Source: an optimization exercise on an open RTL-to-GDS flow (aim: small area). Production flows keep margins and buffers that such runs may drop. In this exercise RTL edits were held to simulation tests only and were not proved equivalent to the original. No activity file was given, so power comes from the tool's default toggle rates.

## flow/design.v (module list and top-level ports; edited modules follow where they fit)
// module qr_fa: 4 lines
// module qr_ha: 4 lines
// module qr_out: 19 lines
// module qr_hbf: 736 lines
// module qr_th: 902 lines
// module qr_engine: 4381 lines
// module qam_rx: 64 lines
module qam_rx(
    input clk,
    input reset,
    input [2:0] sw,
    input signed [17:0] rf_in,
    output signed [17:0] dec_var_i,
    output signed [17:0] dec_var_q
);
  // ...
==> flow/run.sh <==
#!/bin/bash
# synth_recipe.tcl (not shown) runs the flow's synth.tcl, then flattens the netlist and writes it again
# the make line also repeats each setting of config.mk as NAME=value (left out here)
make -C /OpenROAD-flow-scripts/flow DESIGN_CONFIG=/design/flow/config.mk WORK_HOME=/design/flow/orfs CLKGATE_MAP_FILE= SYNTH_SCRIPT=/design/flow/synth_recipe.tcl finish
==> flow/config.mk <==
export PLATFORM = sky130hd
export DESIGN_NAME = qam_rx
export DESIGN_NICKNAME = qam_rx
export VERILOG_FILES = /design/flow/design.v
export SDC_FILE = /design/flow/constraint.sdc
export NUM_CORES = 8
export LEC_CHECK = 0
export CAP_MARGIN = 20
export CORE_MARGIN = 2
export CORE_UTILIZATION = 70
export CTS_CLUSTER_DIAMETER = 80
export CTS_CLUSTER_SIZE = 24
export SLEW_MARGIN = 20
export SYNTH_HIERARCHICAL = 1
export SYNTH_MINIMUM_KEEP_SIZE = 0
==> flow/constraint.sdc <==
create_clock -name core_clock -period 12.0 [get_ports {clk}]
set_input_delay 2.4000 -clock core_clock [delete_from_list [all_inputs] [get_ports {clk}]]
set_output_delay 2.4000 -clock core_clock [all_outputs]
set_load 0.01 [all_outputs]
==> impl_results.md, run 1 <==
- Int Pwr: 51.7 mW
- Critical Path Start Type: register
- Hold buffer count at cts: 0
- Status: complete, no violations
- Clock share of power: 13.8%
- Dpl ws: 1.21 ns
- DRC: 0
- R2R Path End: EQ.A0[12]$_DFFE_PP_
- CP top delay family: adder cells
- Max power group: combinational logic
- Drt first pass iters: 10
- Logic inverters: 1330
- CP arrival: 11.64 ns
- N_taps: 4972
- Multi-input logic area: 119000 um2
- DR iter-0 viols: 14300
- Max-slew violations: 0
- Met3 usage: 11.4%
- Post-route ant nets: 0
- Crit Path Max Fanout: 9
- Worst path required time: 12.68 ns
- Peak VDD IR: 0.0103 V
- Power Total: 85.6 mW
- Power Clock: 11.8 mW
- Worst Hold Depth: 0
- Clock sink count: 6064
- Syn_area_per_cell: 15.4 um2
- End of the critical path: EQ.A0[12]$_DFFE_PP_
- RSZ-0062 raised after global routing: no
- Worst R2R Path Depth: 30
- Top register by number of flip-flops: HI.xf
- Die ar.: 380000 um2
- Most frequent cells in the layout: dfxtp_1 (4469), fa_1 (3394), edfxtp_1 (1590)
- Biggest area consumer among cell classes: sequential cells
- Buffers excl. clock: 171
- Initial antenna violation count: 41
- Setup crit start: ph[0]$_DFF_P_
- Worst min-delay path class: register to register
- Reg2reg setup slack: 1.04 ns
==> inputs of run 2 (changes only) <==
--- a/flow/design.v
+++ b/flow/design.v
@@ -699,66 +699,25 @@
 wire p_c462 = acc[35];
 wire [17:0] p_ra = {p_c460, p_c458, p_c456, p_c454, p_c452, p_c450, p_c448, p_c446, p_c444, p_c442, p_c440, p_c438, p_c436, p_c434, p_c432, p_c430, p_c428, p_s397};
 wire [17:0] p_rb = {p_s461, p_s459, p_s457, p_s455, p_s453, p_s451, p_s449, p_s447, p_s445, p_s443, p_s441, p_s439, p_s437, p_s435, p_s433, p_s431, p_s429, p_s427};
-wire ky_g0, ky_p0; qr_ha ky_h0 (.a(p_ra[0]), .b(p_rb[0]), .s(ky_p0), .k(ky_g0));
-wire ky_g1, ky_p1; qr_ha ky_h1 (.a(p_ra[1]), .b(p_rb[1]), .s(ky_p1), .k(ky_g1));
-wire ky_g2, ky_p2; qr_ha ky_h2 (.a(p_ra[2]), .b(p_rb[2]), .s(ky_p2), .k(ky_g2));
-wire ky_g3, ky_p3; qr_ha ky_h3 (.a(p_ra[3]), .b(p_rb[3]), .s(ky_p3), .k(ky_g3));
-wire ky_g4, ky_p4; qr_ha ky_h4 (.a(p_ra[4]), .b(p_rb[4]), .s(ky_p4), .k(ky_g4));
-wire ky_g5, ky_p5; qr_ha ky_h5 (.a(p_ra[5]), .b(p_rb[5]), .s(ky_p5), .k(ky_g5));
-wire ky_g6, ky_p6; qr_ha ky_h6 (.a(p_ra[6]), .b(p_rb[6]), .s(ky_p6), .k(ky_g6));
-wire ky_g7, ky_p7; qr_ha ky_h7 (.a(p_ra[7]), .b(p_rb[7]), .s(ky_p7), .k(ky_g7));
-wire ky_g8, ky_p8; qr_ha ky_h8 (.a(p_ra[8]), .b(p_rb[8]), .s(ky_p8), .k(ky_g8));
-wire ky_g9, ky_p9; qr_ha ky_h9 (.a(p_ra[9]), .b(p_rb[9]), .s(ky_p9), .k(ky_g9));
-wire ky_g10, ky_p10; qr_ha ky_h10 (.a(p_ra[10]), .b(p_rb[10]), .s(ky_p10), .k(ky_g10));
-wire ky_g11, ky_p11; qr_ha ky_h11 (.a(p_ra[11]), .b(p_rb[11]), .s(ky_p11), .k(ky_g11));
-wire ky_g12, ky_p12; qr_ha ky_h12 (.a(p_ra[12]), .b(p_rb[12]), .s(ky_p12), .k(ky_g12));
-wire ky_g13, ky_p13; qr_ha ky_h13 (.a(p_ra[13]), .b(p_rb[13]), .s(ky_p13), .k(ky_g13));
-wire ky_g14, ky_p14; qr_ha ky_h14 (.a(p_ra[14]), .b(p_rb[14]), .s(ky_p14), .k(ky_g14));
-wire ky_g15, ky_p15; qr_ha ky_h15 (.a(p_ra[15]), .b(p_rb[15]), .s(ky_p15), .k(ky_g15));
-wire ky_g16, ky_p16; qr_ha ky_h16 (.a(p_ra[16]), .b(p_rb[16]), .s(ky_p16), .k(ky_g16));
-wire ky_g17, ky_p17; qr_ha ky_h17 (.a(p_ra[17]), .b(p_rb[17]), .s(ky_p17), .k(ky_g17));
-wire ky_G1_0 = ky_g1 | (ky_p1 & ky_g0);
-wire ky_G3_2 = ky_g3 | (ky_p3 & ky_g2);
-wire ky_P3_2 = ky_p3 & ky_p2;
-wire ky_G5_4 = ky_g5 | (ky_p5 & ky_g4);
-wire ky_P5_4 = ky_p5 & ky_p4;
-wire ky_G7_6 = ky_g7 | (ky_p7 & ky_g6);
-wire ky_P7_6 = ky_p7 & ky_p6;
-wire ky_G9_8 = ky_g9 | (ky_p9 & ky_g8);
-wire ky_P9_8 = ky_p9 & ky_p8;
-wire ky_G11_10 = ky_g11 | (ky_p11 & ky_g10);
-wire ky_P11_10 = ky_p11 & ky_p10;
-wire ky_G13_12 = ky_g13 | (ky_p13 & ky_g12);
-wire ky_P13_12 = ky_p13 & ky_p12;
-wire ky_G15_14 = ky_g15 | (ky_p15 & ky_g14);
-wire ky_P15_14 = ky_p15 & ky_p14;
-wire ky_G17_16 = ky_g17 | (ky_p17 & ky_g16);
-wire ky_P17_16 = ky_p17 & ky_p16;
-wire ky_G3_0 = ky_G3_2 | (ky_P3_2 & ky_G1_0);
-wire ky_G7_4 = ky_G7_6 | (ky_P7_6 & ky_G5_4);
-wire ky_P7_4 = ky_P7_6 & ky_P5_4;
-wire ky_G11_8 = ky_G11_10 | (ky_P11_10 & ky_G9_8);
-wire ky_P11_8 = ky_P11_10 & ky_P9_8;
-wire ky_G15_12 = ky_G15_14 | (ky_P15_14 & ky_G13_12);
-wire ky_P15_12 = ky_P15_14 & ky_P13_12;
-wire ky_G7_0 = ky_G7_4 | (ky_P7_4 & ky_G3_0);
-wire ky_G15_8 = ky_G15_12 | (ky_P15_12 & ky_G11_8);
-wire ky_P15_8 = ky_P15_12 & ky_P11_8;
-wire ky_G15_0 = ky_G15_8 | (ky_P15_8 & ky_G7_0);
-wire ky_G2_0 = ky_g2 | (ky_p2 & ky_G1_0);
-wire ky_G4_0 = ky_g4 | (ky_p4 & ky_G3_0);
-wire ky_G5_0 = ky_G5_4 | (ky_P5_4 & ky_G3_0);
-wire ky_G6_0 = ky_g6 | (ky_p6 & ky_G5_0);
-wire ky_G8_0 = ky_g8 | (ky_p8 & ky_G7_0);
-wire ky_G9_0 = ky_G9_8 | (ky_P9_8 & ky_G7_0);
-wire ky_G10_0 = ky_g10 | (ky_p10 & ky_G9_0);
-wire ky_G11_0 = ky_G11_8 | (ky_P11_8 & ky_G7_0);
-wire ky_G12_0 = ky_g12 | (ky_p12 & ky_G11_0);
-wire ky_G13_0 = ky_G13_12 | (ky_P13_12 & ky_G11_0);
-wire ky_G14_0 = ky_g14 | (ky_p14 & ky_G13_0);
-wire ky_G16_0 = ky_g16 | (ky_p16 & ky_G15_0);
-wire ky_G17_0 = ky_G17_16 | (ky_P17_16 & ky_G15_0);
-wire [17:0] yn = {ky_p17 ^ ky_G16_0, ky_p16 ^ ky_G15_0, ky_p15 ^ ky_G14_0, ky_p14 ^ ky_G13_0, ky_p13 ^ ky_G12_0, ky_p12 ^ ky_G11_0, ky_p11 ^ ky_G10_0, ky_p10 ^ ky_G9_0, ky_p9 ^ ky_G8_0, ky_p8 ^ ky_G7_0, ky_p7 ^ ky_G6_0, ky_p6 ^ ky_G5_0, ky_p5 ^ ky_G4_0, ky_p4 ^ ky_G3_0, ky_p3 ^ ky_G2_0, ky_p2 ^ ky_G1_0, ky_p1 ^ ky_g0, ky_p0};
+wire ky_s0, ky_k0; qr_ha ky_u0 (.a(p_ra[0]), .b(p_rb[0]), .s(ky_s0), .k(ky_k0));
+wire ky_s1, ky_k1; qr_fa ky_u1 (.a(p_ra[1]), .b(p_rb[1]), .c(ky_k0), .s(ky_s1), .k(ky_k1));
+wire ky_s2, ky_k2; qr_fa ky_u2 (.a(p_ra[2]), .b(p_rb[2]), .c(ky_k1), .s(ky_s2), .k(ky_k2));
+wire ky_s3, ky_k3; qr_fa ky_u3 (.a(p_ra[3]), .b(p_rb[3]), .c(ky_k2), .s(ky_s3), .k(ky_k3));
+wire ky_s4, ky_k4; qr_fa ky_u4 (.a(p_ra[4]), .b(p_rb[4]), .c(ky_k3), .s(ky_s4), .k(ky_k4));
+wire ky_s5, ky_k5; qr_fa ky_u5 (.a(p_ra[5]), .b(p_rb[5]), .c(ky_k4), .s(ky_s5), .k(ky_k5));
+wire ky_s6, ky_k6; qr_fa ky_u6 (.a(p_ra[6]), .b(p_rb[6]), .c(ky_k5), .s(ky_s6), .k(ky_k6));
+wire ky_s7, ky_k7; qr_fa ky_u7 (.a(p_ra[7]), .b(p_rb[7]), .c(ky_k6), .s(ky_s7), .k(ky_k7));
+wire ky_s8, ky_k8; qr_fa ky_u8 (.a(p_ra[8]), .b(p_rb[8]), .c(ky_k7), .s(ky_s8), .k(ky_k8));
+wire ky_s9, ky_k9; qr_fa ky_u9 (.a(p_ra[9]), .b(p_rb[9]), .c(ky_k8), .s(ky_s9), .k(ky_k9));
+wire ky_s10, ky_k10; qr_fa ky_u10 (.a(p_ra[10]), .b(p_rb[10]), .c(ky_k9), .s(ky_s10), .k(ky_k10));
+wire ky_s11, ky_k11; qr_fa ky_u11 (.a(p_ra[11]), .b(p_rb[11]), .c(ky_k10), .s(ky_s11), .k(ky_k11));
+wire ky_s12, ky_k12; qr_fa ky_u12 (.a(p_ra[12]), .b(p_rb[12]), .c(ky_k11), .s(ky_s12), .k(ky_k12));
+wire ky_s13, ky_k13; qr_fa ky_u13 (.a(p_ra[13]), .b(p_rb[13]), .c(ky_k12), .s(ky_s13), .k(ky_k13));
+wire ky_s14, ky_k14; qr_fa ky_u14 (.a(p_ra[14]), .b(p_rb[14]), .c(ky_k13), .s(ky_s14), .k(ky_k14));
+wire ky_s15, ky_k15; qr_fa ky_u15 (.a(p_ra[15]), .b(p_rb[15]), .c(ky_k14), .s(ky_s15), .k(ky_k15));
+wire ky_s16, ky_k16; qr_fa ky_u16 (.a(p_ra[16]), .b(p_rb[16]), .c(ky_k15), .s(ky_s16), .k(ky_k16));
+wire ky_s17, ky_k17; qr_fa ky_u17 (.a(p_ra[17]), .b(p_rb[17]), .c(ky_k16), .s(ky_s17), .k(ky_k17));
+wire [17:0] yn = {ky_s17, ky_s16, ky_s15, ky_s14, ky_s13, ky_s12, ky_s11, ky_s10, ky_s9, ky_s8, ky_s7, ky_s6, ky_s5, ky_s4, ky_s3, ky_s2, ky_s1, ky_s0};
 always @(posedge clk) if (p0) y <= yn;
 endmodule
 module qr_th(
@@ -5777,270 +5736,126 @@
 qr_fa uxf_s2551 (.a(~G2[33]), .b(G3[33]), .c(xf_c2484), .s(xf_s2551), .k(xf_c2552));
 wire [35:0] xf_ra = {1'b1, ~G3[34], xf_c2550, xf_c2548, xf_c2546, xf_c2544, xf_c2542, xf_c2540, xf_c2538, xf_c2536, xf_c2534, xf_c2532, xf_c2530, xf_c2528, xf_c2526, xf_c2524, xf_c2522, xf_c2520, xf_c2518, xf_c2516, xf_c2514, xf_c2512, xf_c2510, xf_c2508, xf_c2506, xf_c2504, xf_c2502, xf_c2500, xf_c2498, xf_c2496, xf_c2494, xf_c2492, xf_c2490, xf_c2488, xf_c2486, xf_s2419};
 wire [35:0] xf_rb = {1'b0, xf_c2552, xf_s2551, xf_s2549, xf_s2547, xf_s2545, xf_s2543, xf_s2541, xf_s2539, xf_s2537, xf_s2535, xf_s2533, xf_s2531, xf_s2529, xf_s2527, xf_s2525, xf_s2523, xf_s2521, xf_s2519, xf_s2517, xf_s2515, xf_s2513, xf_s2511, xf_s2509, xf_s2507, xf_s2505, xf_s2503, xf_s2501, xf_s2499, xf_s2497, xf_s2495, xf_s2493, xf_s2491, xf_s2489, xf_s2487, xf_s2485};
-wire kf_g0, kf_p0; qr_ha kf_h0 (.a(xf_ra[0]), .b(xf_rb[0]), .s(kf_p0), .k(kf_g0));
-wire kf_g1, kf_p1; qr_ha kf_h1 (.a(xf_ra[1]), .b(xf_rb[1]), .s(kf_p1), .k(kf_g1));
-wire kf_g2, kf_p2; qr_ha kf_h2 (.a(xf_ra[2]), .b(xf_rb[2]), .s(kf_p2), .k(kf_g2));
-wire kf_g3, kf_p3; qr_ha kf_h3 (.a(xf_ra[3]), .b(xf_rb[3]), .s(kf_p3), .k(kf_g3));
-wire kf_g4, kf_p4; qr_ha kf_h4 (.a(xf_ra[4]), .b(xf_rb[4]), .s(kf_p4), .k(kf_g4));
-wire kf_g5, kf_p5; qr_ha kf_h5 (.a(xf_ra[5]), .b(xf_rb[5]), .s(kf_p5), .k(kf_g5));
-wire kf_g6, kf_p6; qr_ha kf_h6 (.a(xf_ra[6]), .b(xf_rb[6]), .s(kf_p6), .k(kf_g6));
-wire kf_g7, kf_p7; qr_ha kf_h7 (.a(xf_ra[7]), .b(xf_rb[7]), .s(kf_p7), .k(kf_g7));
-wire kf_g8, kf_p8; qr_ha kf_h8 (.a(xf_ra[8]), .b(xf_rb[8]), .s(kf_p8), .k(kf_g8));
-wire kf_g9, kf_p9; qr_ha kf_h9 (.a(xf_ra[9]), .b(xf_rb[9]), .s(kf_p9), .k(kf_g9));
-wire kf_g10, kf_p10; qr_ha kf_h10 (.a(xf_ra[10]), .b(xf_rb[10]), .s(kf_p10), .k(kf_g10));
-wire kf_g11, kf_p11; qr_ha kf_h11 (.a(xf_ra[11]), .b(xf_rb[11]), .s(kf_p11), .k(kf_g11));
-wire kf_g12, kf_p12; qr_ha kf_h12 (.a(xf_ra[12]), .b(xf_rb[12]), .s(kf_p12), .k(kf_g12));
-wire kf_g13, kf_p13; qr_ha kf_h13 (.a(xf_ra[13]), .b(xf_rb[13]), .s(kf_p13), .k(kf_g13));
-wire kf_g14, kf_p14; qr_ha kf_h14 (.a(xf_ra[14]), .b(xf_rb[14]), .s(kf_p14), .k(kf_g14));
-wire kf_g15, kf_p15; qr_ha kf_h15 (.a(xf_ra[15]), .b(xf_rb[15]), .s(kf_p15), .k(kf_g15));
-wire kf_g16, kf_p16; qr_ha kf_h16 (.a(xf_ra[16]), .b(xf_rb[16]), .s(kf_p16), .k(kf_g16));
-wire kf_g17, kf_p17; qr_ha kf_h17 (.a(xf_ra[17]), .b(xf_rb[17]), .s(kf_p17), .k(kf_g17));
-wire kf_g18, kf_p18; qr_ha kf_h18 (.a(xf_ra[18]), .b(xf_rb[18]), .s(kf_p18), .k(kf_g18));
-wire kf_g19, kf_p19; qr_ha kf_h19 (.a(xf_ra[19]), .b(xf_rb[19]), .s(kf_p19), .k(kf_g19));
-wire kf_g20, kf_p20; qr_ha kf_h20 (.a(xf_ra[20]), .b(xf_rb[20]), .s(kf_p20), .k(kf_g20));
-wire kf_g21, kf_p21; qr_ha kf_h21 (.a(xf_ra[21]), .b(xf_rb[21]), .s(kf_p21), .k(kf_g21));
-wire kf_g22, kf_p22; qr_ha kf_h22 (.a(xf_ra[22]), .b(xf_rb[22]), .s(kf_p22), .k(kf_g22));
-wire kf_g23, kf_p23; qr_ha kf_h23 (.a(xf_ra[23]), .b(xf_rb[23]), .s(kf_p23), .k(kf_g23));
-wire kf_g24, kf_p24; qr_ha kf_h24 (.a(xf_ra[24]), .b(xf_rb[24]), .s(kf_p24), .k(kf_g24));
-wire kf_g25, kf_p25; qr_ha kf_h25 (.a(xf_ra[25]), .b(xf_rb[25]), .s(kf_p25), .k(kf_g25));
-wire kf_g26, kf_p26; qr_ha kf_h26 (.a(xf_ra[26]), .b(xf_rb[26]), .s(kf_p26), .k(kf_g26));
-wire kf_g27, kf_p27; qr_ha kf_h27 (.a(xf_ra[27]), .b(xf_rb[27]), .s(kf_p27), .k(kf_g27));
-wire kf_g28, kf_p28; qr_ha kf_h28 (.a(xf_ra[28]), .b(xf_rb[28]), .s(kf_p28), .k(kf_g28));
-wire kf_g29, kf_p29; qr_ha kf_h29 (.a(xf_ra[29]), .b(xf_rb[29]), .s(kf_p29), .k(kf_g29));
-wire kf_g30, kf_p30; qr_ha kf_h30 (.a(xf_ra[30]), .b(xf_rb[30]), .s(kf_p30), .k(kf_g30));
-wire kf_g31, kf_p31; qr_ha kf_h31 (.a(xf_ra[31]), .b(xf_rb[31]), .s(kf_p31), .k(kf_g31));
-wire kf_g32, kf_p32; qr_ha kf_h32 (.a(xf_ra[32]), .b(xf_rb[32]), .s(kf_p32), .k(kf_g32));
-wire kf_g33, kf_p33; qr_ha kf_h33 (.a(xf_ra[33]), .b(xf_rb[33]), .s(kf_p33), .k(kf_g33));
-wire kf_g34, kf_p34; qr_ha kf_h34 (.a(xf_ra[34]), .b(xf_rb[34]), .s(kf_p34), .k(kf_g34));
-wire kf_g35, kf_p35; qr_ha kf_h35 (.a(xf_ra[35]), .b(xf_rb[35]), .s(kf_p35), .k(kf_g35));
-wire kf_G1_0 = kf_g1 | (kf_p1 & kf_g0);
-wire kf_G3_2 = kf_g3 | (kf_p3 & kf_g2);
-wire kf_P3_2 = kf_p3 & kf_p2;
-wire kf_G5_4 = kf_g5 | (kf_p5 & kf_g4);
-wire kf_P5_4 = kf_p5 & kf_p4;
-wire kf_G7_6 = kf_g7 | (kf_p7 & kf_g6);
-wire kf_P7_6 = kf_p7 & kf_p6;
-wire kf_G9_8 = kf_g9 | (kf_p9 & kf_g8);
-wire kf_P9_8 = kf_p9 & kf_p8;
-wire kf_G11_10 = kf_g11 | (kf_p11 & kf_g10);
-wire kf_P11_10 = kf_p11 & kf_p10;
-wire kf_G13_12 = kf_g13 | (kf_p13 & kf_g12);
-wire kf_P13_12 = kf_p13 & kf_p12;
-wire kf_G15_14 = kf_g15 | (kf_p15 & kf_g14);
-wire kf_P15_14 = kf_p15 & kf_p14;
-wire kf_G17_16 = kf_g17 | (kf_p17 & kf_g16);
-wire kf_P17_16 = kf_p17 & kf_p16;
-wire kf_G19_18 = kf_g19 | (kf_p19 & kf_g18);
-wire kf_P19_18 = kf_p19 & kf_p18;
-wire kf_G21_20 = kf_g21 | (kf_p21 & kf_g20);
-wire kf_P21_20 = kf_p21 & kf_p20;
-wire kf_G23_22 = kf_g23 | (kf_p23 & kf_g22);
-wire kf_P23_22 = kf_p23 & kf_p22;
-wire kf_G25_24 = kf_g25 | (kf_p25 & kf_g24);
-wire kf_P25_24 = kf_p25 & kf_p24;
-wire kf_G27_26 = kf_g27 | (kf_p27 & kf_g26);
-wire kf_P27_26 = kf_p27 & kf_p26;
-wire kf_G29_28 = kf_g29 | (kf_p29 & kf_g28);
-wire kf_P29_28 = kf_p29 & kf_p28;
-wire kf_G31_30 = kf_g31 | (kf_p31 & kf_g30);
-wire kf_P31_30 = kf_p31 & kf_p30;
-wire kf_G33_32 = kf_g33 | (kf_p33 & kf_g32);
-wire kf_P33_32 = kf_p33 & kf_p32;
-wire kf_G35_34 = kf_g35 | (kf_p35 & kf_g34);
-wire kf_P35_34 = kf_p35 & kf_p34;
-wire kf_G3_0 = kf_G3_2 | (kf_P3_2 & kf_G1_0);
-wire kf_G7_4 = kf_G7_6 | (kf_P7_6 & kf_G5_4);
-wire kf_P7_4 = kf_P7_6 & kf_P5_4;
-wire kf_G11_8 = kf_G11_10 | (kf_P11_10 & kf_G9_8);
-wire kf_P11_8 = kf_P11_10 & kf_P9_8;
-wire kf_G15_12 = kf_G15_14 | (kf_P15_14 & kf_G13_12);
-wire kf_P15_12 = kf_P15_14 & kf_P13_12;
-wire kf_G19_16 = kf_G19_18 | (kf_P19_18 & kf_G17_16);
-wire kf_P19_16 = kf_P19_18 & kf_P17_16;
-wire kf_G23_20 = kf_G23_22 | (kf_P23_22 & kf_G21_20);
-wire kf_P23_20 = kf_P23_22 & kf_P21_20;
-wire kf_G27_24 = kf_G27_26 | (kf_P27_26 & kf_G25_24);
-wire kf_P27_24 = kf_P27_26 & kf_P25_24;
-wire kf_G31_28 = kf_G31_30 | (kf_P31_30 & kf_G29_28);
-wire kf_P31_28 = kf_P31_30 & kf_P29_28;
-wire kf_G35_32 = kf_G35_34 | (kf_P35_34 & kf_G33_32);
-wire kf_P35_32 = kf_P35_34 & kf_P33_32;
-wire kf_G7_0 = kf_G7_4 | (kf_P7_4 & kf_G3_0);
-wire kf_G15_8 = kf_G15_12 | (kf_P15_12 & kf_G11_8);
-wire kf_P15_8 = kf_P15_12 & kf_P11_8;
-wire kf_G23_16 = kf_G23_20 | (kf_P23_20 & kf_G19_16);
-wire kf_P23_16 = kf_P23_20 & kf_P19_16;
-wire kf_G31_24 = kf_G31_28 | (kf_P31_28 & kf_G27_24);
-wire kf_P31_24 = kf_P31_28 & kf_P27_24;
-wire kf_G15_0 = kf_G15_8 | (kf_P15_8 & kf_G7_0);
-wire kf_G31_16 = kf_G31_24 | (kf_P31_24 & kf_G23_16);
-wire kf_P31_16 = kf_P31_24 & kf_P23_16;
-wire kf_G31_0 = kf_G31_16 | (kf_P31_16 & kf_G15_0);
-wire kf_G2_0 = kf_g2 | (kf_p2 & kf_G1_0);
-wire kf_G4_0 = kf_g4 | (kf_p4 & kf_G3_0);
-wire kf_G5_0 = kf_G5_4 | (kf_P5_4 & kf_G3_0);
-wire kf_G6_0 = kf_g6 | (kf_p6 & kf_G5_0);
-wire kf_G8_0 = kf_g8 | (kf_p8 & kf_G7_0);
-wire kf_G9_0 = kf_G9_8 | (kf_P9_8 & kf_G7_0);
-wire kf_G10_0 = kf_g10 | (kf_p10 & kf_G9_0);
-wire kf_G11_0 = kf_G11_8 | (kf_P11_8 & kf_G7_0);
-wire kf_G12_0 = kf_g12 | (kf_p12 & kf_G11_0);
-wire kf_G13_0 = kf_G13_12 | (kf_P13_12 & kf_G11_0);
-wire kf_G14_0 = kf_g14 | (kf_p14 & kf_G13_0);
-wire kf_G16_0 = kf_g16 | (kf_p16 & kf_G15_0);
-wire kf_G17_0 = kf_G17_16 | (kf_P17_16 & kf_G15_0);
-wire kf_G18_0 = kf_g18 | (kf_p18 & kf_G17_0);
-wire kf_G19_0 = kf_G19_16 | (kf_P19_16 & kf_G15_0);
-wire kf_G20_0 = kf_g20 | (kf_p20 & kf_G19_0);
-wire kf_G21_0 = kf_G21_20 | (kf_P21_20 & kf_G19_0);
-wire kf_G22_0 = kf_g22 | (kf_p22 & kf_G21_0);
-wire kf_G23_0 = kf_G23_16 | (kf_P23_16 & kf_G15_0);
-wire kf_G24_0 = kf_g24 | (kf_p24 & kf_G23_0);
-wire kf_G25_0 = kf_G25_24 | (kf_P25_24 & kf_G23_0);
-wire kf_G26_0 = kf_g26 | (kf_p26 & kf_G25_0);
-wire kf_G27_0 = kf_G27_24 | (kf_P27_24 & kf_G23_0);
-wire kf_G28_0 = kf_g28 | (kf_p28 & kf_G27_0);
-wire kf_G29_0 = kf_G29_28 | (kf_P29_28 & kf_G27_0);
-wire kf_G30_0 = kf_g30 | (kf_p30 & kf_G29_0);
-wire kf_G32_0 = kf_g32 | (kf_p32 & kf_G31_0);
-wire kf_G33_0 = kf_G33_32 | (kf_P33_32 & kf_G31_0);
-wire kf_G34_0 = kf_g34 | (kf_p34 & kf_G33_0);
-wire kf_G35_0 = kf_G35_32 | (kf_P35_32 & kf_G31_0);
-wire [35:0] F = {kf_p35 ^ kf_G34_0, kf_p34 ^ kf_G33_0, kf_p33 ^ kf_G32_0, kf_p32 ^ kf_G31_0, kf_p31 ^ kf_G30_0, kf_p30 ^ kf_G29_0, kf_p29 ^ kf_G28_0, kf_p28 ^ kf_G27_0, kf_p27 ^ kf_G26_0, kf_p26 ^ kf_G25_0, kf_p25 ^ kf_G24_0, kf_p24 ^ kf_G23_0, kf_p23 ^ kf_G22_0, kf_p22 ^ kf_G21_0, kf_p21 ^ kf_G20_0, kf_p20 ^ kf_G19_0, kf_p19 ^ kf_G18_0, kf_p18 ^ kf_G17_0, kf_p17 ^ kf_G16_0, kf_p16 ^ kf_G15_0, kf_p15 ^ kf_G14_0, kf_p14 ^ kf_G13_0, kf_p13 ^ kf_G12_0, kf_p12 ^ kf_G11_0, kf_p11 ^ kf_G10_0, kf_p10 ^ kf_G9_0, kf_p9 ^ kf_G8_0, kf_p8 ^ kf_G7_0, kf_p7 ^ kf_G6_0, kf_p6 ^ kf_G5_0, kf_p5 ^ kf_G4_0, kf_p4 ^ kf_G3_0, kf_p3 ^ kf_G2_0, kf_p2 ^ kf_G1_0, kf_p1 ^ kf_g0, kf_p0};
+wire kf_ls0, kf_lk0; qr_ha kf_lu0 (.a(xf_ra[0]), .b(xf_rb[0]), .s(kf_ls0), .k(kf_lk0));
+wire kf_ls1, kf_lk1; qr_fa kf_lu1 (.a(xf_ra[1]), .b(xf_rb[1]), .c(kf_lk0), .s(kf_ls1), .k(kf_lk1));
+wire kf_ls2, kf_lk2; qr_fa kf_lu2 (.a(xf_ra[2]), .b(xf_rb[2]), .c(kf_lk1), .s(kf_ls2), .k(kf_lk2));
+wire kf_ls3, kf_lk3; qr_fa kf_lu3 (.a(xf_ra[3]), .b(xf_rb[3]), .c(kf_lk2), .s(kf_ls3), .k(kf_lk3));
+wire kf_ls4, kf_lk4; qr_fa kf_lu4 (.a(xf_ra[4]), .b(xf_rb[4]), .c(kf_lk3), .s(kf_ls4), .k(kf_lk4));
+wire kf_ls5, kf_lk5; qr_fa kf_lu5 (.a(xf_ra[5]), .b(xf_rb[5]), .c(kf_lk4), .s(kf_ls5), .k(kf_lk5));
+wire kf_ls6, kf_lk6; qr_fa kf_lu6 (.a(xf_ra[6]), .b(xf_rb[6]), .c(kf_lk5), .s(kf_ls6), .k(kf_lk6));
+wire kf_ls7, kf_lk7; qr_fa kf_lu7 (.a(xf_ra[7]), .b(xf_rb[7]), .c(kf_lk6), .s(kf_ls7), .k(kf_lk7));
+wire kf_ls8, kf_lk8; qr_fa kf_lu8 (.a(xf_ra[8]), .b(xf_rb[8]), .c(kf_lk7), .s(kf_ls8), .k(kf_lk8));
+wire kf_ls9, kf_lk9; qr_fa kf_lu9 (.a(xf_ra[9]), .b(xf_rb[9]), .c(kf_lk8), .s(kf_ls9), .k(kf_lk9));
+wire kf_ls10, kf_lk10; qr_fa kf_lu10 (.a(xf_ra[10]), .b(xf_rb[10]), .c(kf_lk9), .s(kf_ls10), .k(kf_lk10));
+wire kf_ls11, kf_lk11; qr_fa kf_lu11 (.a(xf_ra[11]), .b(xf_rb[11]), .c(kf_lk10), .s(kf_ls11), .k(kf_lk11));
+wire kf_ls12, kf_lk12; qr_fa kf_lu12 (.a(xf_ra[12]), .b(xf_rb[12]), .c(kf_lk11), .s(kf_ls12), .k(kf_lk12));
+wire kf_ls13, kf_lk13; qr_fa kf_lu13 (.a(xf_ra[13]), .b(xf_rb[13]), .c(kf_lk12), .s(kf_ls13), .k(kf_lk13));
+wire kf_ls14, kf_lk14; qr_fa kf_lu14 (.a(xf_ra[14]), .b(xf_rb[14]), .c(kf_lk13), .s(kf_ls14), .k(kf_lk14));
+wire kf_ls15, kf_lk15; qr_fa kf_lu15 (.a(xf_ra[15]), .b(xf_rb[15]), .c(kf_lk14), .s(kf_ls15), .k(kf_lk15));
+wire kf_ls16, kf_lk16; qr_fa kf_lu16 (.a(xf_ra[16]), .b(xf_rb[16]), .c(kf_lk15), .s(kf_ls16), .k(kf_lk16));
+wire kf_ls17, kf_lk17; qr_fa kf_lu17 (.a(xf_ra[17]), .b(xf_rb[17]), .c(kf_lk16), .s(kf_ls17), .k(kf_lk17));
+wire [17:0] kf_lo = {kf_ls17, kf_ls16, kf_ls15, kf_ls14, kf_ls13, kf_ls12, kf_ls11, kf_ls10, kf_ls9, kf_ls8, kf_ls7, kf_ls6, kf_ls5, kf_ls4, kf_ls3, kf_ls2, kf_ls1, kf_ls0};
+wire kf_as0, kf_ak0; qr_ha kf_au0 (.a(xf_ra[18]), .b(xf_rb[18]), .s(kf_as0), .k(kf_ak0));
+wire kf_as1, kf_ak1; qr_fa kf_au1 (.a(xf_ra[19]), .b(xf_rb[19]), .c(kf_ak0), .s(kf_as1), .k(kf_ak1));
+wire kf_as2, kf_ak2; qr_fa kf_au2 (.a(xf_ra[20]), .b(xf_rb[20]), .c(kf_ak1), .s(kf_as2), .k(kf_ak2));
+wire kf_as3, kf_ak3; qr_fa kf_au3 (.a(xf_ra[21]), .b(xf_rb[21]), .c(kf_ak2), .s(kf_as3), .k(kf_ak3));
+wire kf_as4, kf_ak4; qr_fa kf_au4 (.a(xf_ra[22]), .b(xf_rb[22]), .c(kf_ak3), .s(kf_as4), .k(kf_ak4));
+wire kf_as5, kf_ak5; qr_fa kf_au5 (.a(xf_ra[23]), .b(xf_rb[23]), .c(kf_ak4), .s(kf_as5), .k(kf_ak5));
+wire kf_as6, kf_ak6; qr_fa kf_au6 (.a(xf_ra[24]), .b(xf_rb[24]), .c(kf_ak5), .s(kf_as6), .k(kf_ak6));
+wire kf_as7, kf_ak7; qr_fa kf_au7 (.a(xf_ra[25]), .b(xf_rb[25]), .c(kf_ak6), .s(kf_as7), .k(kf_ak7));
+wire kf_as8, kf_ak8; qr_fa kf_au8 (.a(xf_ra[26]), .b(xf_rb[26]), .c(kf_ak7), .s(kf_as8), .k(kf_ak8));
+wire kf_as9, kf_ak9; qr_fa kf_au9 (.a(xf_ra[27]), .b(xf_rb[27]), .c(kf_ak8), .s(kf_as9), .k(kf_ak9));
+wire kf_as10, kf_ak10; qr_fa kf_au10 (.a(xf_ra[28]), .b(xf_rb[28]), .c(kf_ak9), .s(kf_as10), .k(kf_ak10));
+wire kf_as11, kf_ak11; qr_fa kf_au11 (.a(xf_ra[29]), .b(xf_rb[29]), .c(kf_ak10), .s(kf_as11), .k(kf_ak11));
+wire kf_as12, kf_ak12; qr_fa kf_au12 (.a(xf_ra[30]), .b(xf_rb[30]), .c(kf_ak11), .s(kf_as12), .k(kf_ak12));
+wire kf_as13, kf_ak13; qr_fa kf_au13 (.a(xf_ra[31]), .b(xf_rb[31]), .c(kf_ak12), .s(kf_as13), .k(kf_ak13));
+wire kf_as14, kf_ak14; qr_fa kf_au14 (.a(xf_ra[32]), .b(xf_rb[32]), .c(kf_ak13), .s(kf_as14), .k(kf_ak14));
+wire kf_as15, kf_ak15; qr_fa kf_au15 (.a(xf_ra[33]), .b(xf_rb[33]), .c(kf_ak14), .s(kf_as15), .k(kf_ak15));
+wire kf_as16, kf_ak16; qr_fa kf_au16 (.a(xf_ra[34]), .b(xf_rb[34]), .c(kf_ak15), .s(kf_as16), .k(kf_ak16));
+wire kf_as17, kf_ak17; qr_fa kf_au17 (.a(xf_ra[35]), .b(xf_rb[35]), .c(kf_ak16), .s(kf_as17), .k(kf_ak17));
+wire [17:0] kf_h0 = {kf_as17, kf_as16, kf_as15, kf_as14, kf_as13, kf_as12, kf_as11, kf_as10, kf_as9, kf_as8, kf_as7, kf_as6, kf_as5, kf_as4, kf_as3, kf_as2, kf_as1, kf_as0};
+wire kf_bs0, kf_bk0; qr_fa kf_bu0 (.a(xf_ra[18]), .b(xf_rb[18]), .c(1'b1), .s(kf_bs0), .k(kf_bk0));
+wire kf_bs1, kf_bk1; qr_fa kf_bu1 (.a(xf_ra[19]), .b(xf_rb[19]), .c(kf_bk0), .s(kf_bs1), .k(kf_bk1));
+wire kf_bs2, kf_bk2; qr_fa kf_bu2 (.a(xf_ra[20]), .b(xf_rb[20]), .c(kf_bk1), .s(kf_bs2), .k(kf_bk2));
+wire kf_bs3, kf_bk3; qr_fa kf_bu3 (.a(xf_ra[21]), .b(xf_rb[21]), .c(kf_bk2), .s(kf_bs3), .k(kf_bk3));
+wire kf_bs4, kf_bk4; qr_fa kf_bu4 (.a(xf_ra[22]), .b(xf_rb[22]), .c(kf_bk3), .s(kf_bs4), .k(kf_bk4));
+wire kf_bs5, kf_bk5; qr_fa kf_bu5 (.a(xf_ra[23]), .b(xf_rb[23]), .c(kf_bk4), .s(kf_bs5), .k(kf_bk5));
+wire kf_bs6, kf_bk6; qr_fa kf_bu6 (.a(xf_ra[24]), .b(xf_rb[24]), .c(kf_bk5), .s(kf_bs6), .k(kf_bk6));
+wire kf_bs7, kf_bk7; qr_fa kf_bu7 (.a(xf_ra[25]), .b(xf_rb[25]), .c(kf_bk6), .s(kf_bs7), .k(kf_bk7));
+wire kf_bs8, kf_bk8; qr_fa kf_bu8 (.a(xf_ra[26]), .b(xf_rb[26]), .c(kf_bk7), .s(kf_bs8), .k(kf_bk8));
+wire kf_bs9, kf_bk9; qr_fa kf_bu9 (.a(xf_ra[27]), .b(xf_rb[27]), .c(kf_bk8), .s(kf_bs9), .k(kf_bk9));
+wire kf_bs10, kf_bk10; qr_fa kf_bu10 (.a(xf_ra[28]), .b(xf_rb[28]), .c(kf_bk9), .s(kf_bs10), .k(kf_bk10));
+wire kf_bs11, kf_bk11; qr_fa kf_bu11 (.a(xf_ra[29]), .b(xf_rb[29]), .c(kf_bk10), .s(kf_bs11), .k(kf_bk11));
+wire kf_bs12, kf_bk12; qr_fa kf_bu12 (.a(xf_ra[30]), .b(xf_rb[30]), .c(kf_bk11), .s(kf_bs12), .k(kf_bk12));
+wire kf_bs13, kf_bk13; qr_fa kf_bu13 (.a(xf_ra[31]), .b(xf_rb[31]), .c(kf_bk12), .s(kf_bs13), .k(kf_bk13));
+wire kf_bs14, kf_bk14; qr_fa kf_bu14 (.a(xf_ra[32]), .b(xf_rb[32]), .c(kf_bk13), .s(kf_bs14), .k(kf_bk14));
+wire kf_bs15, kf_bk15; qr_fa kf_bu15 (.a(xf_ra[33]), .b(xf_rb[33]), .c(kf_bk14), .s(kf_bs15), .k(kf_bk15));
+wire kf_bs16, kf_bk16; qr_fa kf_bu16 (.a(xf_ra[34]), .b(xf_rb[34]), .c(kf_bk15), .s(kf_bs16), .k(kf_bk16));
+wire kf_bs17, kf_bk17; qr_fa kf_bu17 (.a(xf_ra[35]), .b(xf_rb[35]), .c(kf_bk16), .s(kf_bs17), .k(kf_bk17));
+wire [17:0] kf_h1 = {kf_bs17, kf_bs16, kf_bs15, kf_bs14, kf_bs13, kf_bs12, kf_bs11, kf_bs10, kf_bs9, kf_bs8, kf_bs7, kf_bs6, kf_bs5, kf_bs4, kf_bs3, kf_bs2, kf_bs1, kf_bs0};
+wire [35:0] F = {kf_lk17 ? kf_h1 : kf_h0, kf_lo};
 reg [30:0] GR0; reg [32:0] GR1; reg [33:0] GR2; reg [35:0] FR, IA; reg [17:0] Z;
 always @(posedge clk) if (wst) begin GR0 <= G0; GR1 <= G1; GR2 <= G2; FR <= F; end
 reg [35:0] gsel;
 always @* case (icl) 2'd0: gsel = {{5{GR0[30]}}, GR0}; 2'd1: gsel = {{3{GR1[32]}}, GR1}; default: gsel = {{2{GR2[33]}}, GR2}; endcase
-wire ki_g0, ki_p0; qr_ha ki_h0 (.a(IA[0]), .b(gsel[0]), .s(ki_p0), .k(ki_g0));
-wire ki_g1, ki_p1; qr_ha ki_h1 (.a(IA[1]), .b(gsel[1]), .s(ki_p1), .k(ki_g1));
-wire ki_g2, ki_p2; qr_ha ki_h2 (.a(IA[2]), .b(gsel[2]), .s(ki_p2), .k(ki_g2));
-wire ki_g3, ki_p3; qr_ha ki_h3 (.a(IA[3]), .b(gsel[3]), .s(ki_p3), .k(ki_g3));
-wire ki_g4, ki_p4; qr_ha ki_h4 (.a(IA[4]), .b(gsel[4]), .s(ki_p4), .k(ki_g4));
-wire ki_g5, ki_p5; qr_ha ki_h5 (.a(IA[5]), .b(gsel[5]), .s(ki_p5), .k(ki_g5));
-wire ki_g6, ki_p6; qr_ha ki_h6 (.a(IA[6]), .b(gsel[6]), .s(ki_p6), .k(ki_g6));
-wire ki_g7, ki_p7; qr_ha ki_h7 (.a(IA[7]), .b(gsel[7]), .s(ki_p7), .k(ki_g7));
-wire ki_g8, ki_p8; qr_ha ki_h8 (.a(IA[8]), .b(gsel[8]), .s(ki_p8), .k(ki_g8));
-wire ki_g9, ki_p9; qr_ha ki_h9 (.a(IA[9]), .b(gsel[9]), .s(ki_p9), .k(ki_g9));
-wire ki_g10, ki_p10; qr_ha ki_h10 (.a(IA[10]), .b(gsel[10]), .s(ki_p10), .k(ki_g10));
-wire ki_g11, ki_p11; qr_ha ki_h11 (.a(IA[11]), .b(gsel[11]), .s(ki_p11), .k(ki_g11));
-wire ki_g12, ki_p12; qr_ha ki_h12 (.a(IA[12]), .b(gsel[12]), .s(ki_p12), .k(ki_g12));
-wire ki_g13, ki_p13; qr_ha ki_h13 (.a(IA[13]), .b(gsel[13]), .s(ki_p13), .k(ki_g13));
-wire ki_g14, ki_p14; qr_ha ki_h14 (.a(IA[14]), .b(gsel[14]), .s(ki_p14), .k(ki_g14));
-wire ki_g15, ki_p15; qr_ha ki_h15 (.a(IA[15]), .b(gsel[15]), .s(ki_p15), .k(ki_g15));
-wire ki_g16, ki_p16; qr_ha ki_h16 (.a(IA[16]), .b(gsel[16]), .s(ki_p16), .k(ki_g16));
-wire ki_g17, ki_p17; qr_ha ki_h17 (.a(IA[17]), .b(gsel[17]), .s(ki_p17), .k(ki_g17));
-wire ki_g18, ki_p18; qr_ha ki_h18 (.a(IA[18]), .b(gsel[18]), .s(ki_p18), .k(ki_g18));
-wire ki_g19, ki_p19; qr_ha ki_h19 (.a(IA[19]), .b(gsel[19]), .s(ki_p19), .k(ki_g19));
-wire ki_g20, ki_p20; qr_ha ki_h20 (.a(IA[20]), .b(gsel[20]), .s(ki_p20), .k(ki_g20));
-wire ki_g21, ki_p21; qr_ha ki_h21 (.a(IA[21]), .b(gsel[21]), .s(ki_p21), .k(ki_g21));
-wire ki_g22, ki_p22; qr_ha ki_h22 (.a(IA[22]), .b(gsel[22]), .s(ki_p22), .k(ki_g22));
-wire ki_g23, ki_p23; qr_ha ki_h23 (.a(IA[23]), .b(gsel[23]), .s(ki_p23), .k(ki_g23));
-wire ki_g24, ki_p24; qr_ha ki_h24 (.a(IA[24]), .b(gsel[24]), .s(ki_p24), .k(ki_g24));
-wire ki_g25, ki_p25; qr_ha ki_h25 (.a(IA[25]), .b(gsel[25]), .s(ki_p25), .k(ki_g25));
-wire ki_g26, ki_p26; qr_ha ki_h26 (.a(IA[26]), .b(gsel[26]), .s(ki_p26), .k(ki_g26));
-wire ki_g27, ki_p27; qr_ha ki_h27 (.a(IA[27]), .b(gsel[27]), .s(ki_p27), .k(ki_g27));
-wire ki_g28, ki_p28; qr_ha ki_h28 (.a(IA[28]), .b(gsel[28]), .s(ki_p28), .k(ki_g28));
-wire ki_g29, ki_p29; qr_ha ki_h29 (.a(IA[29]), .b(gsel[29]), .s(ki_p29), .k(ki_g29));
-wire ki_g30, ki_p30; qr_ha ki_h30 (.a(IA[30]), .b(gsel[30]), .s(ki_p30), .k(ki_g30));
-wire ki_g31, ki_p31; qr_ha ki_h31 (.a(IA[31]), .b(gsel[31]), .s(ki_p31), .k(ki_g31));
-wire ki_g32, ki_p32; qr_ha ki_h32 (.a(IA[32]), .b(gsel[32]), .s(ki_p32), .k(ki_g32));
-wire ki_g33, ki_p33; qr_ha ki_h33 (.a(IA[33]), .b(gsel[33]), .s(ki_p33), .k(ki_g33));
-wire ki_g34, ki_p34; qr_ha ki_h34 (.a(IA[34]), .b(gsel[34]), .s(ki_p34), .k(ki_g34));
-wire ki_g35, ki_p35; qr_ha ki_h35 (.a(IA[35]), .b(gsel[35]), .s(ki_p35), .k(ki_g35));
-wire ki_G1_0 = ki_g1 | (ki_p1 & ki_g0);
-wire ki_G3_2 = ki_g3 | (ki_p3 & ki_g2);
-wire ki_P3_2 = ki_p3 & ki_p2;
-wire ki_G5_4 = ki_g5 | (ki_p5 & ki_g4);
-wire ki_P5_4 = ki_p5 & ki_p4;
-wire ki_G7_6 = ki_g7 | (ki_p7 & ki_g6);
-wire ki_P7_6 = ki_p7 & ki_p6;
-wire ki_G9_8 = ki_g9 | (ki_p9 & ki_g8);
-wire ki_P9_8 = ki_p9 & ki_p8;
-wire ki_G11_10 = ki_g11 | (ki_p11 & ki_g10);
-wire ki_P11_10 = ki_p11 & ki_p10;
-wire ki_G13_12 = ki_g13 | (ki_p13 & ki_g12);
-wire ki_P13_12 = ki_p13 & ki_p12;
-wire ki_G15_14 = ki_g15 | (ki_p15 & ki_g14);
-wire ki_P15_14 = ki_p15 & ki_p14;
-wire ki_G17_16 = ki_g17 | (ki_p17 & ki_g16);
-wire ki_P17_16 = ki_p17 & ki_p16;
-wire ki_G19_18 = ki_g19 | (ki_p19 & ki_g18);
-wire ki_P19_18 = ki_p19 & ki_p18;
-wire ki_G21_20 = ki_g21 | (ki_p21 & ki_g20);
-wire ki_P21_20 = ki_p21 & ki_p20;
-wire ki_G23_22 = ki_g23 | (ki_p23 & ki_g22);
-wire ki_P23_22 = ki_p23 & ki_p22;
-wire ki_G25_24 = ki_g25 | (ki_p25 & ki_g24);
-wire ki_P25_24 = ki_p25 & ki_p24;
-wire ki_G27_26 = ki_g27 | (ki_p27 & ki_g26);
-wire ki_P27_26 = ki_p27 & ki_p26;
-wire ki_G29_28 = ki_g29 | (ki_p29 & ki_g28);
-wire ki_P29_28 = ki_p29 & ki_p28;
-wire ki_G31_30 = ki_g31 | (ki_p31 & ki_g30);
-wire ki_P31_30 = ki_p31 & ki_p30;
-wire ki_G33_32 = ki_g33 | (ki_p33 & ki_g32);
-wire ki_P33_32 = ki_p33 & ki_p32;
-wire ki_G35_34 = ki_g35 | (ki_p35 & ki_g34);
-wire ki_P35_34 = ki_p35 & ki_p34;
-wire ki_G3_0 = ki_G3_2 | (ki_P3_2 & ki_G1_0);
-wire ki_G7_4 = ki_G7_6 | (ki_P7_6 & ki_G5_4);
-wire ki_P7_4 = ki_P7_6 & ki_P5_4;
-wire ki_G11_8 = ki_G11_10 | (ki_P11_10 & ki_G9_8);
-wire ki_P11_8 = ki_P11_10 & ki_P9_8;
-wire ki_G15_12 = ki_G15_14 | (ki_P15_14 & ki_G13_12);
-wire ki_P15_12 = ki_P15_14 & ki_P13_12;
-wire ki_G19_16 = ki_G19_18 | (ki_P19_18 & ki_G17_16);
-wire ki_P19_16 = ki_P19_18 & ki_P17_16;
-wire ki_G23_20 = ki_G23_22 | (ki_P23_22 & ki_G21_20);
-wire ki_P23_20 = ki_P23_22 & ki_P21_20;
-wire ki_G27_24 = ki_G27_26 | (ki_P27_26 & ki_G25_24);
-wire ki_P27_24 = ki_P27_26 & ki_P25_24;
-wire ki_G31_28 = ki_G31_30 | (ki_P31_30 & ki_G29_28);
-wire ki_P31_28 = ki_P31_30 & ki_P29_28;
-wire ki_G35_32 = ki_G35_34 | (ki_P35_34 & ki_G33_32);
-wire ki_P35_32 = ki_P35_34 & ki_P33_32;
-wire ki_G7_0 = ki_G7_4 | (ki_P7_4 & ki_G3_0);
-wire ki_G15_8 = ki_G15_12 | (ki_P15_12 & ki_G11_8);
-wire ki_P15_8 = ki_P15_12 & ki_P11_8;
-wire ki_G23_16 = ki_G23_20 | (ki_P23_20 & ki_G19_16);
-wire ki_P23_16 = ki_P23_20 & ki_P19_16;
-wire ki_G31_24 = ki_G31_28 | (ki_P31_28 & ki_G27_24);
-wire ki_P31_24 = ki_P31_28 & ki_P27_24;
-wire ki_G15_0 = ki_G15_8 | (ki_P15_8 & ki_G7_0);
-wire ki_G31_16 = ki_G31_24 | (ki_P31_24 & ki_G23_16);
-wire ki_P31_16 = ki_P31_24 & ki_P23_16;
-wire ki_G31_0 = ki_G31_16 | (ki_P31_16 & ki_G15_0);
-wire ki_G2_0 = ki_g2 | (ki_p2 & ki_G1_0);
-wire ki_G4_0 = ki_g4 | (ki_p4 & ki_G3_0);
-wire ki_G5_0 = ki_G5_4 | (ki_P5_4 & ki_G3_0);
-wire ki_G6_0 = ki_g6 | (ki_p6 & ki_G5_0);
-wire ki_G8_0 = ki_g8 | (ki_p8 & ki_G7_0);
-wire ki_G9_0 = ki_G9_8 | (ki_P9_8 & ki_G7_0);
-wire ki_G10_0 = ki_g10 | (ki_p10 & ki_G9_0);
-wire ki_G11_0 = ki_G11_8 | (ki_P11_8 & ki_G7_0);
-wire ki_G12_0 = ki_g12 | (ki_p12 & ki_G11_0);
-wire ki_G13_0 = ki_G13_12 | (ki_P13_12 & ki_G11_0);
-wire ki_G14_0 = ki_g14 | (ki_p14 & ki_G13_0);
-wire ki_G16_0 = ki_g16 | (ki_p16 & ki_G15_0);
-wire ki_G17_0 = ki_G17_16 | (ki_P17_16 & ki_G15_0);
-wire ki_G18_0 = ki_g18 | (ki_p18 & ki_G17_0);
-wire ki_G19_0 = ki_G19_16 | (ki_P19_16 & ki_G15_0);
-wire ki_G20_0 = ki_g20 | (ki_p20 & ki_G19_0);
-wire ki_G21_0 = ki_G21_20 | (ki_P21_20 & ki_G19_0);
-wire ki_G22_0 = ki_g22 | (ki_p22 & ki_G21_0);
-wire ki_G23_0 = ki_G23_16 | (ki_P23_16 & ki_G15_0);
-wire ki_G24_0 = ki_g24 | (ki_p24 & ki_G23_0);
-wire ki_G25_0 = ki_G25_24 | (ki_P25_24 & ki_G23_0);
-wire ki_G26_0 = ki_g26 | (ki_p26 & ki_G25_0);
-wire ki_G27_0 = ki_G27_24 | (ki_P27_24 & ki_G23_0);
-wire ki_G28_0 = ki_g28 | (ki_p28 & ki_G27_0);
-wire ki_G29_0 = ki_G29_28 | (ki_P29_28 & ki_G27_0);
-wire ki_G30_0 = ki_g30 | (ki_p30 & ki_G29_0);
-wire ki_G32_0 = ki_g32 | (ki_p32 & ki_G31_0);
-wire ki_G33_0 = ki_G33_32 | (ki_P33_32 & ki_G31_0);
-wire ki_G34_0 = ki_g34 | (ki_p34 & ki_G33_0);
-wire ki_G35_0 = ki_G35_32 | (ki_P35_32 & ki_G31_0);
-wire [35:0] IAn = {ki_p35 ^ ki_G34_0, ki_p34 ^ ki_G33_0, ki_p33 ^ ki_G32_0, ki_p32 ^ ki_G31_0, ki_p31 ^ ki_G30_0, ki_p30 ^ ki_G29_0, ki_p29 ^ ki_G28_0, ki_p28 ^ ki_G27_0, ki_p27 ^ ki_G26_0, ki_p26 ^ ki_G25_0, ki_p25 ^ ki_G24_0, ki_p24 ^ ki_G23_0, ki_p23 ^ ki_G22_0, ki_p22 ^ ki_G21_0, ki_p21 ^ ki_G20_0, ki_p20 ^ ki_G19_0, ki_p19 ^ ki_G18_0, ki_p18 ^ ki_G17_0, ki_p17 ^ ki_G16_0, ki_p16 ^ ki_G15_0, ki_p15 ^ ki_G14_0, ki_p14 ^ ki_G13_0, ki_p13 ^ ki_G12_0, ki_p12 ^ ki_G11_0, ki_p11 ^ ki_G10_0, ki_p10 ^ ki_G9_0, ki_p9 ^ ki_G8_0, ki_p8 ^ ki_G7_0, ki_p7 ^ ki_G6_0, ki_p6 ^ ki_G5_0, ki_p5 ^ ki_G4_0, ki_p4 ^ ki_G3_0, ki_p3 ^ ki_G2_0, ki_p2 ^ ki_G1_0, ki_p1 ^ ki_g0, ki_p0};
+wire ki_ls0, ki_lk0; qr_ha ki_lu0 (.a(IA[0]), .b(gsel[0]), .s(ki_ls0), .k(ki_lk0));
+wire ki_ls1, ki_lk1; qr_fa ki_lu1 (.a(IA[1]), .b(gsel[1]), .c(ki_lk0), .s(ki_ls1), .k(ki_lk1));
+wire ki_ls2, ki_lk2; qr_fa ki_lu2 (.a(IA[2]), .b(gsel[2]), .c(ki_lk1), .s(ki_ls2), .k(ki_lk2));
+wire ki_ls3, ki_lk3; qr_fa ki_lu3 (.a(IA[3]), .b(gsel[3]), .c(ki_lk2), .s(ki_ls3), .k(ki_lk3));
+wire ki_ls4, ki_lk4; qr_fa ki_lu4 (.a(IA[4]), .b(gsel[4]), .c(ki_lk3), .s(ki_ls4), .k(ki_lk4));
+wire ki_ls5, ki_lk5; qr_fa ki_lu5 (.a(IA[5]), .b(gsel[5]), .c(ki_lk4), .s(ki_ls5), .k(ki_lk5));
+wire ki_ls6, ki_lk6; qr_fa ki_lu6 (.a(IA[6]), .b(gsel[6]), .c(ki_lk5), .s(ki_ls6), .k(ki_lk6));
+wire ki_ls7, ki_lk7; qr_fa ki_lu7 (.a(IA[7]), .b(gsel[7]), .c(ki_lk6), .s(ki_ls7), .k(ki_lk7));
+wire ki_ls8, ki_lk8; qr_fa ki_lu8 (.a(IA[8]), .b(gsel[8]), .c(ki_lk7), .s(ki_ls8), .k(ki_lk8));
+wire ki_ls9, ki_lk9; qr_fa ki_lu9 (.a(IA[9]), .b(gsel[9]), .c(ki_lk8), .s(ki_ls9), .k(ki_lk9));
+wire ki_ls10, ki_lk10; qr_fa ki_lu10 (.a(IA[10]), .b(gsel[10]), .c(ki_lk9), .s(ki_ls10), .k(ki_lk10));
+wire ki_ls11, ki_lk11; qr_fa ki_lu11 (.a(IA[11]), .b(gsel[11]), .c(ki_lk10), .s(ki_ls11), .k(ki_lk11));
+wire ki_ls12, ki_lk12; qr_fa ki_lu12 (.a(IA[12]), .b(gsel[12]), .c(ki_lk11), .s(ki_ls12), .k(ki_lk12));
+wire ki_ls13, ki_lk13; qr_fa ki_lu13 (.a(IA[13]), .b(gsel[13]), .c(ki_lk12), .s(ki_ls13), .k(ki_lk13));
+wire ki_ls14, ki_lk14; qr_fa ki_lu14 (.a(IA[14]), .b(gsel[14]), .c(ki_lk13), .s(ki_ls14), .k(ki_lk14));
+wire ki_ls15, ki_lk15; qr_fa ki_lu15 (.a(IA[15]), .b(gsel[15]), .c(ki_lk14), .s(ki_ls15), .k(ki_lk15));
+wire ki_ls16, ki_lk16; qr_fa ki_lu16 (.a(IA[16]), .b(gsel[16]), .c(ki_lk15), .s(ki_ls16), .k(ki_lk16));
+wire ki_ls17, ki_lk17; qr_fa ki_lu17 (.a(IA[17]), .b(gsel[17]), .c(ki_lk16), .s(ki_ls17), .k(ki_lk17));
+wire [17:0] ki_lo = {ki_ls17, ki_ls16, ki_ls15, ki_ls14, ki_ls13, ki_ls12, ki_ls11, ki_ls10, ki_ls9, ki_ls8, ki_ls7, ki_ls6, ki_ls5, ki_ls4, ki_ls3, ki_ls2, ki_ls1, ki_ls0};
+wire ki_as0, ki_ak0; qr_ha ki_au0 (.a(IA[18]), .b(gsel[18]), .s(ki_as0), .k(ki_ak0));
+wire ki_as1, ki_ak1; qr_fa ki_au1 (.a(IA[19]), .b(gsel[19]), .c(ki_ak0), .s(ki_as1), .k(ki_ak1));
+wire ki_as2, ki_ak2; qr_fa ki_au2 (.a(IA[20]), .b(gsel[20]), .c(ki_ak1), .s(ki_as2), .k(ki_ak2));
+wire ki_as3, ki_ak3; qr_fa ki_au3 (.a(IA[21]), .b(gsel[21]), .c(ki_ak2), .s(ki_as3), .k(ki_ak3));
+wire ki_as4, ki_ak4; qr_fa ki_au4 (.a(IA[22]), .b(gsel[22]), .c(ki_ak3), .s(ki_as4), .k(ki_ak4));
+wire ki_as5, ki_ak5; qr_fa ki_au5 (.a(IA[23]), .b(gsel[23]), .c(ki_ak4), .s(ki_as5), .k(ki_ak5));
+wire ki_as6, ki_ak6; qr_fa ki_au6 (.a(IA[24]), .b(gsel[24]), .c(ki_ak5), .s(ki_as6), .k(ki_ak6));
+wire ki_as7, ki_ak7; qr_fa ki_au7 (.a(IA[25]), .b(gsel[25]), .c(ki_ak6), .s(ki_as7), .k(ki_ak7));
+wire ki_as8, ki_ak8; qr_fa ki_au8 (.a(IA[26]), .b(gsel[26]), .c(ki_ak7), .s(ki_as8), .k(ki_ak8));
+wire ki_as9, ki_ak9; qr_fa ki_au9 (.a(IA[27]), .b(gsel[27]), .c(ki_ak8), .s(ki_as9), .k(ki_ak9));
+wire ki_as10, ki_ak10; qr_fa ki_au10 (.a(IA[28]), .b(gsel[28]), .c(ki_ak9), .s(ki_as10), .k(ki_ak10));
+wire ki_as11, ki_ak11; qr_fa ki_au11 (.a(IA[29]), .b(gsel[29]), .c(ki_ak10), .s(ki_as11), .k(ki_ak11));
+wire ki_as12, ki_ak12; qr_fa ki_au12 (.a(IA[30]), .b(gsel[30]), .c(ki_ak11), .s(ki_as12), .k(ki_ak12));
+wire ki_as13, ki_ak13; qr_fa ki_au13 (.a(IA[31]), .b(gsel[31]), .c(ki_ak12), .s(ki_as13), .k(ki_ak13));
+wire ki_as14, ki_ak14; qr_fa ki_au14 (.a(IA[32]), .b(gsel[32]), .c(ki_ak13), .s(ki_as14), .k(ki_ak14));
+wire ki_as15, ki_ak15; qr_fa ki_au15 (.a(IA[33]), .b(gsel[33]), .c(ki_ak14), .s(ki_as15), .k(ki_ak15));
+wire ki_as16, ki_ak16; qr_fa ki_au16 (.a(IA[34]), .b(gsel[34]), .c(ki_ak15), .s(ki_as16), .k(ki_ak16));
+wire ki_as17, ki_ak17; qr_fa ki_au17 (.a(IA[35]), .b(gsel[35]), .c(ki_ak16), .s(ki_as17), .k(ki_ak17));
+wire [17:0] ki_h0 = {ki_as17, ki_as16, ki_as15, ki_as14, ki_as13, ki_as12, ki_as11, ki_as10, ki_as9, ki_as8, ki_as7, ki_as6, ki_as5, ki_as4, ki_as3, ki_as2, ki_as1, ki_as0};
+wire ki_bs0, ki_bk0; qr_fa ki_bu0 (.a(IA[18]), .b(gsel[18]), .c(1'b1), .s(ki_bs0), .k(ki_bk0));
+wire ki_bs1, ki_bk1; qr_fa ki_bu1 (.a(IA[19]), .b(gsel[19]), .c(ki_bk0), .s(ki_bs1), .k(ki_bk1));
+wire ki_bs2, ki_bk2; qr_fa ki_bu2 (.a(IA[20]), .b(gsel[20]), .c(ki_bk1), .s(ki_bs2), .k(ki_bk2));
+wire ki_bs3, ki_bk3; qr_fa ki_bu3 (.a(IA[21]), .b(gsel[21]), .c(ki_bk2), .s(ki_bs3), .k(ki_bk3));
+wire ki_bs4, ki_bk4; qr_fa ki_bu4 (.a(IA[22]), .b(gsel[22]), .c(ki_bk3), .s(ki_bs4), .k(ki_bk4));
+wire ki_bs5, ki_bk5; qr_fa ki_bu5 (.a(IA[23]), .b(gsel[23]), .c(ki_bk4), .s(ki_bs5), .k(ki_bk5));
+wire ki_bs6, ki_bk6; qr_fa ki_bu6 (.a(IA[24]), .b(gsel[24]), .c(ki_bk5), .s(ki_bs6), .k(ki_bk6));
+wire ki_bs7, ki_bk7; qr_fa ki_bu7 (.a(IA[25]), .b(gsel[25]), .c(ki_bk6), .s(ki_bs7), .k(ki_bk7));
+wire ki_bs8, ki_bk8; qr_fa ki_bu8 (.a(IA[26]), .b(gsel[26]), .c(ki_bk7), .s(ki_bs8), .k(ki_bk8));
+wire ki_bs9, ki_bk9; qr_fa ki_bu9 (.a(IA[27]), .b(gsel[27]), .c(ki_bk8), .s(ki_bs9), .k(ki_bk9));
+wire ki_bs10, ki_bk10; qr_fa ki_bu10 (.a(IA[28]), .b(gsel[28]), .c(ki_bk9), .s(ki_bs10), .k(ki_bk10));
+wire ki_bs11, ki_bk11; qr_fa ki_bu11 (.a(IA[29]), .b(gsel[29]), .c(ki_bk10), .s(ki_bs11), .k(ki_bk11));
+wire ki_bs12, ki_bk12; qr_fa ki_bu12 (.a(IA[30]), .b(gsel[30]), .c(ki_bk11), .s(ki_bs12), .k(ki_bk12));
+wire ki_bs13, ki_bk13; qr_fa ki_bu13 (.a(IA[31]), .b(gsel[31]), .c(ki_bk12), .s(ki_bs13), .k(ki_bk13));
+wire ki_bs14, ki_bk14; qr_fa ki_bu14 (.a(IA[32]), .b(gsel[32]), .c(ki_bk13), .s(ki_bs14), .k(ki_bk14));
+wire ki_bs15, ki_bk15; qr_fa ki_bu15 (.a(IA[33]), .b(gsel[33]), .c(ki_bk14), .s(ki_bs15), .k(ki_bk15));
+wire ki_bs16, ki_bk16; qr_fa ki_bu16 (.a(IA[34]), .b(gsel[34]), .c(ki_bk15), .s(ki_bs16), .k(ki_bk16));
+wire ki_bs17, ki_bk17; qr_fa ki_bu17 (.a(IA[35]), .b(gsel[35]), .c(ki_bk16), .s(ki_bs17), .k(ki_bk17));
+wire [17:0] ki_h1 = {ki_bs17, ki_bs16, ki_bs15, ki_bs14, ki_bs13, ki_bs12, ki_bs11, ki_bs10, ki_bs9, ki_bs8, ki_bs7, ki_bs6, ki_bs5, ki_bs4, ki_bs3, ki_bs2, ki_bs1, ki_bs0};
+wire [35:0] IAn = {ki_lk17 ? ki_h1 : ki_h0, ki_lo};
 always @(posedge clk) if (init) begin IA <= FR; Z <= IA[35:18]; end else if (itv) IA <= IAn;
 always @(posedge clk) if (tick) y <= Z;
 endmodule
==> run 2 against run 1 <==
  * Still clean on timing, DRC and antenna
  * Global-route usage fell by 1.4 points
  * First-iteration DRC count fell by 7.1%
  * Utilization fell by 0.17 points
  * Worst hold slack improved by 0.012 ns
  * Fmax rose by 2.6%
  * Combinational power fell by 4.5%
  * Clock power barely moved
  * Critical path depth rose by 2
  * Critical endpoint is now EQ.A0[11]$_DFFE_PP_
  * Highest routed layer unchanged
==> impl_results.md, run 2 <==
- Die ar.: 379000 um2 (-0.27%)
- Placed cell count: 21400
- Wire per inst: 30.1 um
- Synth warnings: 11
- Starting density of the core: 70.4%
- CP arrival: 11.34 ns (-0.30 ns)
- Setup bufs post-CTS: 0
- Post-Route WL: 659 mm
- Clock-pin slew on the worst setup and hold paths: 0.10 ns
- Cell repeated most along the worst path: fa_1
- Nets: 21600
- Post-detail-place hpwl: 534 mm
- Combinational share of power: 55.8%
- Area delta synth->final: 6.07%
- Worst path required time: 12.66 ns (-0.02 ns)
- Syn_area_per_cell: 15.8 um2 (+2.2%)
- First-pass GRT wire length: 959 mm
- Static leakage: 112 nW
- CP max-delay cell: dfxtp_1
- GRT Total Usage: 35.8%
- Via density: 5.89
- Post-cts resize count: 0
- Synthesized instance count: 16600
- Post-layout min period: 10.68 ns
- Int Pwr: 50.4 mW (-2.6%)
- Post-route ant nets: 0 (unchanged)
- DR iter-0 viols: 13300 (-7.1%)
- DRC: 0 (unchanged)
- Critical Path Start Type: register
- Clock share of power: 14.0% (+0.2 points)
- Core area: 372000 um2
- Synthesized area: 262000 um2
- Die Ht: 616 um
- Max clock buf depth: 4
- Non-Filler Instances: 21900
- Switch share: 39.4%
- Max FFs per register: 170
- Fmax: 93.6 MHz
- Final period util: 89.0%
- Io pins: 59
- Vias in the first global route: 137000
- Maxcap violations: 0
- Clk Latency, worst-skew pair: 1.00 ns
- Clock sink count: 6064 (unchanged)
- Net Switching: 32.7 mW
- RSZ-0062 raised after global routing: no
- IO buf count: 58
- Hold buffer count at cts: 0 (unchanged)
- Status: complete, no violations
- Largest net degree at the start of global routing: 153
- Slew Limit Headroom: 26.9%
- Least-Margin Pin Slew: 1.10 ns
- Die span in x: 616 um
- H-tree Lvls: 5
- Layout cells sized above 1: 10.2%
- TritonCTS buffer count: 305
- Setup TNS: 0 ns
- Power Total: 83.1 mW (-2.9%)
- Peak VDD IR: 0.00860 V (-16%)
- Top register by number of flip-flops: HI.xf
- Crit Path Max Fanout: 9 (unchanged)
- Final setup viols: 0
- Crit path capture type: register
- Biggest regs: HI.xf (170), HQ.xf (153)
- Fill cells: 22700
- CP max stage delay: 0.62 ns
- Commonest non-fill, non-tap cell in the layout: dfxtp_1
- Final hold violation count: 0
- Final hold slack: 0.293 ns
- CP Class: register to register
- CTS tree: done
- Row count: 224
- Gpl congestion: 1.03
- Clock root buffer: clkbuf_16
- Most frequent cells in the layout: dfxtp_1 (4469), fa_1 (3634), edfxtp_1 (1590)
- Pwr Density: 299 nW/um2
- Drt first pass iters: 8 (-2)
- Initial antenna violation count: 29 (-29%)
- Routed vias: 129000
- Worst min-delay path class: register to register
- Max-slew violations: 0 (unchanged)
- GR Overflow Total: 0
- Seq pwr share: 30.2%
- Clock Skews: 0.0694 ns
run 2: final timing paths:
check,slack [ns],cells past startpoint,start,endpoint
max,1.32,32,ph[0]$_DFF_P_,EQ.A0[11]$_DFFE_PP_
min,0.29,0,EI.rg40[7]$_DFF_P_,EI.rg40[11]$_DFF_P_
max reg2reg,1.32,32,ph[0]$_DFF_P_,EQ.A0[11]$_DFFE_PP_
min reg2reg,0.29,0,EI.rg40[7]$_DFF_P_,EI.rg40[11]$_DFF_P_
run 2: power groups by stage:
stage,combinational [mW],clock [mW],sequential [mW]
after detailed placement,46.1,0,25.6
after global placement,45.1,0,25.7
after global routing,52.1,12.4,25.0
after CTS,46.7,11.7,25.1
after floorplan,35.9,0,26.5
final,46.4,11.6,25.1
run 2: per-layer routing:
layer  track usage [%]  wire length, um
met3              10.9            69600
met2              53.0           292000
met4              9.27            20200
met1              52.3           278000
met5                 0               75
run 2: layout make-up:
type	count	area, um2	area share, %
Inverter	1302	4890	1.76
Clock buffer	438	8210	2.96
Multi-Input combinational cell	8903	118000	42.6
Tap cell	4972	6220	2.24
Timing Repair Buffer	164	1450	0.523
Sequential cell	6064	137000	49.4
Antenna cell	8	20.0	0.00721
Clock inverter	60	1170	0.423
run 2: critical path, delay by kind of cell, from the launching register on:
family | cells | cell delay (ns)
adders and majority gates | 15 | 6.08
AOI/OAI and AO/OA | 9 | 2.45
DFF | 1 | 0.62
muxes | 1 | 0.51
buffers and inverters | 4 | 0.35
and+or+nand+nor | 2 | 0.25
xor gates and xnor gates | 1 | 0.13
run 2: per-stage QoR:
stage,worst slack [ns],utilization (%),cell area [um2]
after floorplan,0.0583,-,262000
after global placement,1.52,72.1,268000
after detailed placement,1.48,72.1,268000
after CTS,1.40,74.6,278000
after global routing,0.893,74.6,278000
final,1.32,74.6,278000

Re-timed with assumed drivers on the ports (clkbuf_16 on the clock, buf_2 on other inputs), run 2 has 1.320 ns of setup slack against 1.320 ns with ideal ports, and 1.320 ns once port delays also move by the mid clock arrival of 1.066 ns.
